From an optimization exercise on the open Yosys and OpenROAD flow, aimed at a short achievable clock period and few clock cycles; shortcuts taken in it are not production practice.
Only simulation tests tie the RTL to the original design; equivalence was not proved.
No activity file was given, so power comes from the tool's default toggle rates.

==> job 4716: inputs <==
Design CPU, start of the top module:
module CPU(reset,
           clk,
           imem_addr,
           imem_data,
           dmem_addr,
           dmem_wdata,
           dmem_we,
           dmem_rdata);
    input reset;
    input clk;
    output [31:0] imem_addr;
    input [31:0] imem_data;
    output [31:0] dmem_addr;
    output [31:0] dmem_wdata;
    output dmem_we;
    input [31:0] dmem_rdata;
    wire        mispredict_EX;
    wire [31:0] redirect_pc_EX;
    wire        redirect_ID;
    wire [31:0] btarget_ID;
    wire [31:0] rtarget_ID;
    wire        stall_ID;
    reg  [31:0] pc;
    wire [31:0] pcp4_IF = pc + 32'd4;
    assign imem_addr = pc;
    wire [5:0] op_IF    = imem_data[31:26];
    wire [5:0] fn_IF    = imem_data[5:0];
    wire       rtype_IF = (op_IF == 6'h00);
    wire       jmp_IF   = (op_IF[5:1] == 5'b00001);                                    
    wire       link_IF  = (op_IF == 6'h03) || (rtype_IF && fn_IF == 6'h09);            
    wire [31:0] jtarget_IF = {pcp4_IF[31:28], imem_data[25:0], 2'b00};
    reg [31:0] shadow_ra;
    localparam NB = 8;
    localparam NR = 4;
    reg [NB-1:0] btb_v;
    reg [29:0]   btb_tag [0:NB-1];
    reg [29:0]   btb_tgt [0:NB-1];
    reg [2:0]    btb_ptr;
    reg [NR-1:0] ret_v;
    reg [29:0]   ret_tag [0:NR-1];
    reg [1:0]    ret_ptr;
    reg          btb_hit;
    reg [29:0]   btb_out;
    integer k;
    always @(*) begin
        btb_hit = 1'b0;
        btb_out = 30'b0;
        for (k = 0; k < NB; k = k + 1) begin
            if (btb_v[k] && btb_tag[k] == pc[31:2]) begin
                btb_hit = 1'b1;
                btb_out = btb_out | btb_tgt[k];
            end
        end
        for (k = 0; k < NR; k = k + 1) begin
            if (ret_v[k] && ret_tag[k] == pc[31:2]) begin
                btb_hit = 1'b1;
                btb_out = btb_out | shadow_ra[31:2];
            end
        end
    end
    wire        pred_IF  = btb_hit;
    wire        hold_IF  = redirect_ID | stall_ID | btb_hit;
    wire [31:0] early_pc = redirect_ID ? rtarget_ID :
                           stall_ID    ? pc :
                           btb_hit     ? {btb_out, 2'b00} :
                           pcp4_IF;
    wire [31:0] other_pc = mispredict_EX ? redirect_pc_EX :
                           hold_IF       ? early_pc :
  ...
clock: 8.7 ns
lec_check: 0
cap_margin: 20
core_margin: 2
core_utilization: 40
slew_margin: 20
synth_hierarchical: 1
standard.sh (not shown) runs the stock make flow with config.mk's settings and CLKGATE_MAP_FILE= SYNTH_SCRIPT=/design/flow/synth_recipe.tcl, a recipe that flattens the netlist after the stock synthesis.
==> flow/flow/run.sh <==
#!/bin/bash
# The standard layout (standard.sh, unchanged synthesis and steps) with two
# settings changed through the environment:
# * stronger buffers on the ports: ORFS's default port buffer here is a slow
#   delay cell, which sits on every path from an input (the memories' read
#   data arrive 20% of the period after the edge);
export BUFFER_PORTS_ARGS="-buffer_cell sky130_fd_sc_hd__buf_4"
export SETUP_SLACK_MARGIN=6
bash standard.sh > standard.log 2>&1
status=$?
tail -20 standard.log
exit $status
==> job 2363: changes against job 4716 <==
--- a/flow/design.v
+++ b/flow/design.v
@@ -238,34 +238,14 @@
     assign o_lt     = (i_sel_slt & w_slt) | (i_sel_sltu & w_sltu);
     assign o_result = ({32{i_sel_add}} & w_add)
                     | ({32{i_sel_sub}} & w_sub)
                     | {31'b0, o_lt}
                     | o_other;
 endmodule
 `timescale 1ns / 1ps
-module EX_Forward(i_take_sum,
-                  i_take_diff,
-                  i_take_lt,
-                  i_take_other,
-                  i_sum,
-                  i_diff,
-                  i_lt,
-                  i_other,
-                  i_value,
-                  o_value);
-    input i_take_sum, i_take_diff, i_take_lt, i_take_other;
-    input [31:0] i_sum, i_diff, i_other, i_value;
-    input i_lt;
-    output [31:0] o_value;
-    assign o_value = ({32{i_take_sum}}  & i_sum)
-                   | ({32{i_take_diff}} & i_diff)
-                   | {31'b0, i_take_lt & i_lt}
-                   | (i_take_other ? i_other : i_value);
-endmodule
-`timescale 1ns / 1ps
 module CPU(reset,
            clk,
            imem_addr,
            imem_data,
            dmem_addr,
            dmem_wdata,
            dmem_we,
@@ -324,19 +304,18 @@
     end
     wire        pred_IF  = btb_hit;
     wire        hold_IF  = redirect_ID | stall_ID | btb_hit;
     wire [31:0] early_pc = redirect_ID ? rtarget_ID :
                            stall_ID    ? pc :
                            btb_hit     ? {btb_out, 2'b00} :
                            pcp4_IF;
-    wire [31:0] other_pc = mispredict_EX ? redirect_pc_EX :
-                           hold_IF       ? early_pc :
+    wire [31:0] fetch_pc = hold_IF ? early_pc :
+                           jmp_IF  ? jtarget_IF :
                            pcp4_IF;
-    wire        take_jmp = jmp_IF && !hold_IF && !mispredict_EX;
-    wire [31:0] next_pc  = take_jmp ? jtarget_IF : other_pc;
+    wire [31:0] next_pc  = mispredict_EX ? redirect_pc_EX : fetch_pc;
     always @(posedge clk or posedge reset) begin
         if (reset) pc <= 32'd0;
         else       pc <= next_pc;
     end
     always @(posedge clk or posedge reset) begin
         if (reset) shadow_ra <= 32'd0;
         else if (link_IF && !stall_ID) shadow_ra <= pcp4_IF;
@@ -428,79 +407,71 @@
     reg [4:0]  dest_EX;
     reg        wrd_EX;
     reg        ld_EX;
     reg        wr_MEM;
     reg [4:0]  dest_MEM;
     reg        ld_MEM;
     reg [31:0] res_MEM;
+    reg        wr_WB;
+    reg [4:0]  dest_WB;
+    reg [31:0] val_WB;
     wire [31:0] alu_out;
     wire [31:0] alu_sum;
     wire [31:0] alu_diff;
     wire [31:0] alu_other;
     wire        alu_lt;
     reg         sel_add_EX, sel_sub_EX;
-    reg [31:0]  a_EX, b_EX, s_EX, t_EX;
     wire wr_EX = valid_EX && wrd_EX;
     assign stall_ID = valid_ID && valid_EX && ld_EX && wrd_EX &&
                       ((use_rs && dest_EX == rs) || (use_rt && dest_EX == rt));
     wire [31:0] rf1;
     wire [31:0] rf2;
     RegisterFile U_RegisterFile(
     .reset(reset),
     .clk(clk),
-    .i_reg_write(wr_MEM),
+    .i_reg_write(wr_WB),
     .i_read_select1(rs_sel_ID),
     .i_read_select2(rt_sel_ID),
-    .i_write_register(dest_MEM),
-    .i_write_data(val_MEM),
+    .i_write_register(dest_WB),
+    .i_write_data(val_WB),
     .o_read_data1(rf1),
     .o_read_data2(rf2)
     );
     wire [31:0] val_MEM = ld_MEM ? dmem_rdata : res_MEM;
     wire [31:0] rsv = (wr_MEM && dest_MEM == rs) ? val_MEM :
+                      (wr_WB  && dest_WB  == rs) ? val_WB  :
                       rf1;
     wire [31:0] rtv = (wr_MEM && dest_MEM == rt) ? val_MEM :
+                      (wr_WB  && dest_WB  == rt) ? val_WB  :
                       rf2;
     wire xs = wr_EX && !ld_EX && dest_EX == rs;
     wire xt = wr_EX && !ld_EX && dest_EX == rt;
     wire ld_sd = wr_EX && ld_EX && dest_EX == rt;
     wire [31:0] immext = i_lui  ? {imm, 16'h0000} :
                          i_andi ? {16'h0000, imm} :
                          {{16{imm[15]}}, imm};
     wire [31:0] a_in = i_lui ? 32'd0 : link ? pcp4_ID : rsv;
     wire [31:0] b_in = i_imm ? immext : link ? 32'd0 : rtv;
     wire        a_x  = xs && !(i_lui || link);
     wire        b_x  = xt && !(i_imm || link);
     wire btarget_c;
     Adder32 U_BTARGET(.i_a(pcp4_ID), .i_b({{14{imm[15]}}, imm, 2'b00}), .i_cin(1'b0),
                       .o_sum(btarget_ID), .o_cout(btarget_c));
-    wire        zero_test = dec_ID[12];
-    wire [31:0] zx_p  = a_EX ^ b_EX;
-    wire [31:0] zx_o  = a_EX | b_EX;
-    wire        z_add = !zx_p[0] && (zx_p[31:1] == zx_o[30:0]);
-    wire        z_sub = (zx_p == 32'd0);
-    wire        z_res = sel_add_EX ? z_add : z_sub;
-    wire        z_use = xs && (sel_add_EX || sel_sub_EX) && zero_test;
-    wire        z_taken = (dec_ID[5] || dec_ID[7]) ? z_res : !z_res;    
-    wire        br_pred = z_use ? z_taken : (pred_ID || static_taken);
-    wire redirect_br  = i_cond && (br_pred != pred_ID);
-    wire li_jr        = r_jrx && xs && sel_add_EX && (a_EX == 32'd0);
-    wire redirect_ret = (jr31 || li_jr) && !pred_ID;
-    assign redirect_ID = valid_ID && !stall_ID && (redirect_br || redirect_ret);
-    assign rtarget_ID  = li_jr ? b_EX : jr31 ? shadow_ra : pred_ID ? pcp4_ID : btarget_ID;
+    assign redirect_ID = valid_ID && !pred_ID && (static_taken || jr31) && !stall_ID;
+    assign rtarget_ID  = jr31 ? shadow_ra : btarget_ID;
     reg        btb_ins, ret_ins;
     reg [29:0] ins_tag, ins_tgt;
     wire       ins_EX;
     always @(posedge clk or posedge reset) begin
         if (reset) begin
             btb_ins <= 1'b0;
             ret_ins <= 1'b0;
         end else begin
-            btb_ins <= ins_EX || (redirect_ID && i_cond && br_pred);
-            ret_ins <= !ins_EX && redirect_ID && jr31 && !li_jr;
+            btb_ins <= ins_EX || (redirect_ID && !jr31);
+            ret_ins <= !ins_EX && redirect_ID && jr31;
         end
     end
     always @(posedge clk) begin
         ins_tag <= ins_EX ? pc_EX[31:2]  : pc_ID[31:2];
         ins_tgt <= ins_EX ? alt_EX[31:2] : btarget_ID[31:2];
     end
     always @(posedge clk or posedge reset) begin
@@ -521,66 +492,15 @@
         if (btb_ins) begin
             btb_tag[btb_ptr] <= ins_tag;
             btb_tgt[btb_ptr] <= ins_tgt;
         end else if (ret_ins) begin
             ret_tag[ret_ptr] <= ins_tag;
         end
     end
-    wire [31:0] a_next;
-    EX_Forward U_A_FWD(
-    .i_take_sum(a_x & sel_add_EX),
-    .i_take_diff(a_x & sel_sub_EX),
-    .i_take_lt(a_x),
-    .i_take_other(a_x),
-    .i_sum(alu_sum),
-    .i_diff(alu_diff),
-    .i_lt(alu_lt),
-    .i_other(alu_other),
-    .i_value(a_in),
-    .o_value(a_next)
-    );
-    wire [31:0] b_next;
-    EX_Forward U_B_FWD(
-    .i_take_sum(b_x & sel_add_EX),
-    .i_take_diff(b_x & sel_sub_EX),
-    .i_take_lt(b_x),
-    .i_take_other(b_x),
-    .i_sum(alu_sum),
-    .i_diff(alu_diff),
-    .i_lt(alu_lt),
-    .i_other(alu_other),
-    .i_value(b_in),
-    .o_value(b_next)
-    );
-    wire [31:0] s_next;
-    EX_Forward U_S_FWD(
-    .i_take_sum(xs & sel_add_EX),
-    .i_take_diff(xs & sel_sub_EX),
-    .i_take_lt(xs),
-    .i_take_other(xs),
-    .i_sum(alu_sum),
-    .i_diff(alu_diff),
-    .i_lt(alu_lt),
-    .i_other(alu_other),
-    .i_value(rsv),
-    .o_value(s_next)
-    );
-    wire [31:0] t_next;
-    EX_Forward U_T_FWD(
-    .i_take_sum(xt & sel_add_EX),
-    .i_take_diff(xt & sel_sub_EX),
-    .i_take_lt(xt),
-    .i_take_other(xt),
-    .i_sum(alu_sum),
-    .i_diff(alu_diff),
-    .i_lt(alu_lt),
-    .i_other(alu_other),
-    .i_value(rtv),
-    .o_value(t_next)
-    );
+    reg [31:0] a_EX, b_EX, s_EX, t_EX;
     reg        ld_sd_EX;
     reg [4:0]  sh_EX;
     reg        sel_slt_EX, sel_sltu_EX;
     reg        sel_and_EX, sel_or_EX, sel_xor_EX, sel_nor_EX;
     reg        sel_sll_EX, sel_srl_EX, sel_sra_EX;
     reg        st_EX;
     reg        beq_EX, bne_EX, blez_EX, bgtz_EX, bltz_EX, cond_EX, jr_EX;
@@ -589,18 +509,22 @@
     reg [31:0] alt_EX;
     reg [31:0] pc_EX;
     always @(posedge clk or posedge reset) begin
         if (reset) valid_EX <= 1'b0;
         else       valid_EX <= valid_ID && !stall_ID && !mispredict_EX;
     end
     always @(posedge clk) begin
-        a_EX     <= a_next;
-        b_EX     <= b_next;
-        s_EX     <= s_next;
-        t_EX     <= t_next;
+        a_EX     <= ({32{a_x & sel_add_EX}} & alu_sum) | ({32{a_x & sel_sub_EX}} & alu_diff) |
+                    {31'b0, a_x & alu_lt} | (a_x ? alu_other : a_in);
+        b_EX     <= ({32{b_x & sel_add_EX}} & alu_sum) | ({32{b_x & sel_sub_EX}} & alu_diff) |
+                    {31'b0, b_x & alu_lt} | (b_x ? alu_other : b_in);
+        s_EX     <= ({32{xs & sel_add_EX}} & alu_sum) | ({32{xs & sel_sub_EX}} & alu_diff) |
+                    {31'b0, xs & alu_lt} | (xs ? alu_other : rsv);
+        t_EX     <= ({32{xt & sel_add_EX}} & alu_sum) | ({32{xt & sel_sub_EX}} & alu_diff) |
+                    {31'b0, xt & alu_lt} | (xt ? alu_other : rtv);
         ld_sd_EX <= ld_sd;
         sh_EX    <= sh;
         sel_add_EX  <= dec_ID[25];
         sel_sub_EX  <= dec_ID[26];
         sel_slt_EX  <= dec_ID[27];
         sel_sltu_EX <= dec_ID[28];
         sel_and_EX  <= dec_ID[29];
@@ -617,18 +541,18 @@
         beq_EX  <= dec_ID[5];
         bne_EX  <= dec_ID[6];
         blez_EX <= dec_ID[7];
         bgtz_EX <= dec_ID[8];
         bltz_EX <= dec_ID[9];
         cond_EX <= i_cond;
         jr_EX   <= r_jrx;
-        pred_EX <= i_cond ? br_pred : (pred_ID || jr31 || li_jr);
-        ptgt_EX <= pred_ID ? ptgt_ID : li_jr ? b_EX : shadow_ra;
+        pred_EX <= pred_ID || redirect_ID;
+        ptgt_EX <= pred_ID ? ptgt_ID : shadow_ra;
         pc_EX   <= pc_ID;
-        alt_EX  <= (i_cond && !br_pred) ? btarget_ID : pcp4_ID;
+        alt_EX  <= (i_cond && !(pred_ID || redirect_ID)) ? btarget_ID : pcp4_ID;
     end
     ALU U_ALU(
     .i_sel_add(sel_add_EX),
     .i_sel_sub(sel_sub_EX),
     .i_sel_slt(sel_slt_EX),
     .i_sel_sltu(sel_sltu_EX),
     .i_sel_and(sel_and_EX),
@@ -678,8 +602,16 @@
         sd_MEM   <= sd;
         dest_MEM <= dest_EX;
         ld_MEM   <= ld_EX;
     end
     assign dmem_addr  = addr_MEM;
     assign dmem_wdata = sd_MEM;
     assign dmem_we    = st_MEM;
+    always @(posedge clk or posedge reset) begin
+        if (reset) wr_WB <= 1'b0;
+        else       wr_WB <= wr_MEM;
+    end
+    always @(posedge clk) begin
+        val_WB  <= val_MEM;
+        dest_WB <= dest_MEM;
+    end
 endmodule
==> flow/run.sh (new file) <==
#!/bin/bash
# synth_recipe.tcl (not shown) runs the flow's synth.tcl, then flattens the netlist and writes it again
# the make line also repeats each setting of config.mk as NAME=value (left out here)
make -C /OpenROAD-flow-scripts/flow DESIGN_CONFIG=/design/flow/config.mk WORK_HOME=/design/flow/orfs CLKGATE_MAP_FILE= SYNTH_SCRIPT=/design/flow/synth_recipe.tcl finish
Settings changed: SETUP_SLACK_MARGIN from default to 5.
removed: flow/flow/run.sh
removed: flow/standard.sh
==> comparison table <==
Post-layout instance count excluding filler cells: job 4716 14700; job 2363 13200
Number of filler cells placed in the layout: job 4716 24100; job 2363 25100
Placement Rows: job 4716 197; job 2363 195
Crit path buf inv count: job 4716 3; job 2363 2
End point of the critical path: job 4716 pc[17]; job 2363 a_EX[28]
PD cells: job 4716 227 nW/µm²; job 2363 247 nW/µm²
Met2 wire length: job 4716 253 mm; job 2363 212 mm
Mean Syn Cell Area: job 4716 12.0 µm²; job 2363 12.4 µm²
Clk_buf instances: job 4716 378; job 2363 375
Post-CTS Setup Bufs: job 4716 642; job 2363 121
Total number of multi-input combinational cells: job 4716 6394; job 2363 5877
Hold Path End: job 4716 sel_add_EX; job 2363 sel_sub_EX
Power in combinational cells: job 4716 8.98 mW; job 2363 6.47 mW
Launch point of the worst path: job 4716 ins_ID[22]; job 2363 rs_sel_ID[1]
Worst IR Drop VDD: job 4716 0.165 mV; job 2363 0.265 mV
Share of total power consumed by net switching: job 4716 0.335; job 2363 0.312
Status: job 4716 complete, no violations; job 2363 complete, no violations
Testbench counts of job 4716, summed over its fixed seeds: cycles 29,751.
Testbench counts of job 2363, summed over its fixed seeds: cycles 30,635.

==> re-timing with driven ports <==
No port has a modelled driver above. Below, the same layouts with a new extraction and two added sets of constraints. Step 1 assumes that a clkbuf_16 drives the clock port and a buf_2 every other input. Step 2 also shifts input and output timing later by t, the mid clock arrival at the registers, as if the neighbouring blocks saw the same clock. Three values: ideal, step 1, step 2; two values: the first two.
run	t (ns)	slack for setup (ns)	clock arrival spread, ns
job 4716	1.043	5.065 / 5.020 / 4.625	0.073 / 0.073
job 2363	0.934	4.826 / 4.826 / 4.362	0.101 / 0.101
After both steps every run listed still meets setup and hold. The setup slack of job 2363, which loses most, moves by 0.000 ns with the drivers and by -0.464 ns with both steps.
